Context: an optimization exercise on an open-source flow, tuned for small area. The choices shown serve that exercise and are no tape-out recipe. Where RTL was checked, it was by simulation tests only, not by an equivalence proof against the original. The clock port is modelled as an ideal driver, which makes a skipped or thinned clock tree look cheaper than it is; a real chip needs a root buffer or a tree.

## uart_top
module uart_top
(
	input 	wire clk,
	input 	wire rst_btn,
	input 	wire BL616_UART_RX,
	output 	wire BL616_UART_TX,
	output 	reg LED0,
	output	reg LED1,
	output 	reg LED2,
	output 	reg LED3,
	output 	wire LED4
);
Size in the first run: roughly 170 flip-flops, about 5000 um^2 of cells after synthesis.
==> module uart_debounce, before the edit <==
module uart_debounce
(
	input 	wire 	clk,
	input 	wire 	btn_press,
	output 	reg 	btn_result,
	output 	wire 	rst
);
localparam [17:0] SEED = 18'hf2be;
localparam [17:0] POL  = 18'h2aaaa;
reg  [17:0] cnt_q;
reg         sync1;
reg         sync2;
wire [17:0] s    = cnt_q ^ POL;
wire        diff = sync2 ^ btn_result;
wire        term = (s[16:0] == 17'd0);
assign rst = btn_result | (diff & term);
always @(posedge clk)
begin
	sync1 <= btn_press;
	sync2 <= sync1;
	if (diff && term)
		btn_result <= sync2;
	if (!diff || term)
		cnt_q <= SEED ^ POL;
	else
		cnt_q <= {s[16:0], s[17] ^ s[6]} ^ POL;
end
endmodule
==> module uart_rx, before the edit <==
module uart_rx
(
	input 				i_clk,
	input 				i_rst,			 
	input 				i_data_bit,
	output 				o_latch,		 
	output 				o_ferr,			 
	output reg [7:0] 	o_data_byte
);
localparam [3:0] P_STOP = 4'd7, P_H1 = 4'd4, P_H2 = 4'd2, P_IDLE = 4'd5, P_E1 = 4'd1, P_E2 = 4'd0, P_START = 4'd6;
localparam [7:0] CSEED = 8'he5, T116 = 8'ha7, CPOL = 8'haa;
reg  [3:0] phase;
reg  [7:0] cnt_q;
reg        rx_sync1, rx_sync2;
wire [7:0] cnt = cnt_q ^ CPOL;
wire start_fall = rx_sync2 & ~rx_sync1;
wire t116 = (cnt == T116);
wire t233 = (cnt[6:0] == 7'd0);
wire idle = (phase == P_IDLE);
reg [3:0] phase_inc;
always @(*)
	case (phase[2:0])
		3'b000: phase_inc = 4'b1001;
		3'b001: phase_inc = 4'b1011;
		3'b011: phase_inc = 4'b1010;
		3'b010: phase_inc = 4'b1110;
		3'b110: phase_inc = 4'b1111;
		3'b111: phase_inc = 4'b1101;
		3'b101: phase_inc = 4'b1100;
		default: phase_inc = P_STOP;
	endcase
assign o_latch = (phase == P_H1) | (phase == P_E1);
assign o_ferr  = (phase == P_E2);
always @(posedge i_clk)
begin
	if (i_rst) begin
		rx_sync1 <= 1'b1;
		rx_sync2 <= 1'b1;
	end else begin
		rx_sync1 <= i_data_bit;
		rx_sync2 <= rx_sync1;
	end
end
always @(posedge i_clk)
begin
	if (i_rst || idle || t233)
		cnt_q <= CSEED ^ CPOL;
	else
		cnt_q <= {cnt[6:0], cnt[7] ^ (cnt[3] | cnt[4])} ^ CPOL;
end
always @(posedge i_clk)
begin
	if (i_rst)
		phase <= P_IDLE;
	else case (phase)
		P_IDLE:  if (start_fall) phase <= P_START;
		P_START: if (t116 && rx_sync2) phase <= P_IDLE;
		         else if (t233) phase <= 4'd8;
		P_STOP:  if (t116) phase <= rx_sync2 ? P_H1 : P_E1;
		P_H1:    phase <= P_H2;
		P_E1:    phase <= P_E2;
		P_H2, P_E2: phase <= P_IDLE;
		default: if (phase[3] && t233) phase <= phase_inc;
	endcase
end
always @(posedge i_clk)
begin
	if (phase[3] && t116)
		o_data_byte <= {rx_sync2, o_data_byte[7:1]};
end
endmodule
==> flow/config.mk <==
export PLATFORM = sky130hd
export DESIGN_NAME = uart_top
export DESIGN_NICKNAME = uart_top
export VERILOG_FILES = /design/flow/design.v
export SDC_FILE = /design/flow/constraint.sdc
export NUM_CORES = 4
export LEC_CHECK = 0
export CAP_MARGIN = 20
export CORE_MARGIN = 2
export CORE_UTILIZATION = 60
export SLEW_MARGIN = 20
==> flow/constraint.sdc <==
create_clock -name core_clock -period 10.0 [get_ports {clk}]
set_input_delay 2.0000 -clock core_clock [delete_from_list [all_inputs] [get_ports {clk}]]
set_output_delay 2.0000 -clock core_clock [all_outputs]
set_load 0.01 [all_outputs]
standard.sh (not shown) runs the stock make flow with config.mk's settings and CLKGATE_MAP_FILE= SYNTH_SCRIPT=/design/flow/synth_recipe.tcl, a recipe that flattens the netlist after the stock synthesis.
==> flow/flow/run.sh <==
#!/bin/bash
# The standard layout (standard.sh), with these changes:
#  - synthesis is the standard flow's own script (synth_recipe.tcl) with ABC run on an
#    area-oriented script (flow/area.abc) instead of ORFS's speed script;
#  - the clock tree is a clkbuf_8 root driving five clkbuf_16 leaves, built
#    by flow/pre_cts.tcl in place of TritonCTS;
#  - port buffers are buf_1.
# Each tool's output goes to the ORFS logs under orfs/logs; make's own output
# goes to flow_make.log.
set -euo pipefail
W=$PWD
{
  echo "proc abc {args} {"
  echo "  set i [lsearch -exact \$args -script]"
  echo "  if {\$i >= 0} { lset args [expr {\$i + 1}] $W/flow/area.abc }"
  echo "  yosys abc {*}\$args"
  echo "}"
  cat synth_recipe.tcl
} > flow_synth.tcl
sed "s#SYNTH_SCRIPT=[^ ]*#SYNTH_SCRIPT=$W/flow_synth.tcl#" standard.sh > flow_standard.sh
export PRE_CTS_TCL=$W/flow/pre_cts.tcl
export BUFFER_PORTS_ARGS="-buffer_cell sky130_fd_sc_hd__buf_1"
bash flow_standard.sh > flow_make.log 2>&1
Other scripts of this flow, unchanged in this note and not shown: flow/flow/area.abc, flow/flow/pre_cts.tcl
Rerun with:
--- a/flow/design.v
+++ b/flow/design.v
@@ -15,14 +15,13 @@
 wire        term = (s[16:0] == 17'd0);
 assign rst = btn_result | (diff & term);
 always @(posedge clk)
 begin
 	sync1 <= btn_press;
 	sync2 <= sync1;
-	if (diff && term)
-		btn_result <= sync2;
+	btn_result <= btn_result ^ (diff & term);
 	if (!diff || term)
 		cnt_q <= SEED ^ POL;
 	else
 		cnt_q <= {s[16:0], s[17] ^ s[6]} ^ POL;
 end
 endmodule
@@ -32,34 +31,23 @@
 	input 				i_rst,			 
 	input 				i_data_bit,
 	output 				o_latch,		 
 	output 				o_ferr,			 
 	output reg [7:0] 	o_data_byte
 );
-localparam [3:0] P_STOP = 4'd7, P_H1 = 4'd4, P_H2 = 4'd2, P_IDLE = 4'd5, P_E1 = 4'd1, P_E2 = 4'd0, P_START = 4'd6;
+localparam [3:0] P_STOP = 4'd0, P_H1 = 4'd1, P_H2 = 4'd2, P_IDLE = 4'd3,
+                 P_E1 = 4'd4, P_E2 = 4'd5, P_START = 4'd7;
 localparam [7:0] CSEED = 8'he5, T116 = 8'ha7, CPOL = 8'haa;
 reg  [3:0] phase;
 reg  [7:0] cnt_q;
 reg        rx_sync1, rx_sync2;
 wire [7:0] cnt = cnt_q ^ CPOL;
 wire start_fall = rx_sync2 & ~rx_sync1;
 wire t116 = (cnt == T116);
 wire t233 = (cnt[6:0] == 7'd0);
 wire idle = (phase == P_IDLE);
-reg [3:0] phase_inc;
-always @(*)
-	case (phase[2:0])
-		3'b000: phase_inc = 4'b1001;
-		3'b001: phase_inc = 4'b1011;
-		3'b011: phase_inc = 4'b1010;
-		3'b010: phase_inc = 4'b1110;
-		3'b110: phase_inc = 4'b1111;
-		3'b111: phase_inc = 4'b1101;
-		3'b101: phase_inc = 4'b1100;
-		default: phase_inc = P_STOP;
-	endcase
 assign o_latch = (phase == P_H1) | (phase == P_E1);
 assign o_ferr  = (phase == P_E2);
 always @(posedge i_clk)
 begin
 	if (i_rst) begin
 		rx_sync1 <= 1'b1;
@@ -85,13 +73,13 @@
 		P_START: if (t116 && rx_sync2) phase <= P_IDLE;
 		         else if (t233) phase <= 4'd8;
 		P_STOP:  if (t116) phase <= rx_sync2 ? P_H1 : P_E1;
 		P_H1:    phase <= P_H2;
 		P_E1:    phase <= P_E2;
 		P_H2, P_E2: phase <= P_IDLE;
-		default: if (phase[3] && t233) phase <= phase_inc;
+		default: if (phase[3] && t233) phase <= phase + 4'd1;
 	endcase
 end
 always @(posedge i_clk)
 begin
 	if (phase[3] && t116)
 		o_data_byte <= {rx_sync2, o_data_byte[7:1]};
Outcome:
- routed wire length climbs by about 3%
- cell area climbs by 0.35%
- cell count drops by 1.8%
- worst hold slack is worse by 7.3 ps
- core utilization drops by 0.10 points
- setup slack is about the same
The RTL of the second run of this note was laid out without a check of its function. In every run of this note, the design's own scripts or RTL, not TritonCTS, make the clock network.

==> re-timing with driven ports <==
How much do the figures lean on ideal ports? The routed layouts below were timed once more, with nothing changed but the port constraints. Step 1, drivers: a clkbuf_16 drives clk and a buf_2 each remaining input, both assumed. Step 2 adds t to the input delays and takes it off the output delays; t is the mean of the earliest and latest rising clock arrival at the registers after step 1. Input paths then give back, and output paths get back, about the clock's delay inside the block. Three values: ideal ports, drivers, drivers and shift; two values: the first two.
| run | t, ns | setup slack, ns | worst slew at a driven data input, ns | pins driven straight from the clock port |
|---|---|---|---|---|
| the first run | 0.422 | 6.947 / 6.915 / 6.975 | 0.03 | 1 |
| the second run | 0.417 | 6.948 / 6.918 / 6.948 | 0.03 | 1 |
After both steps setup and hold are still met in every run listed.
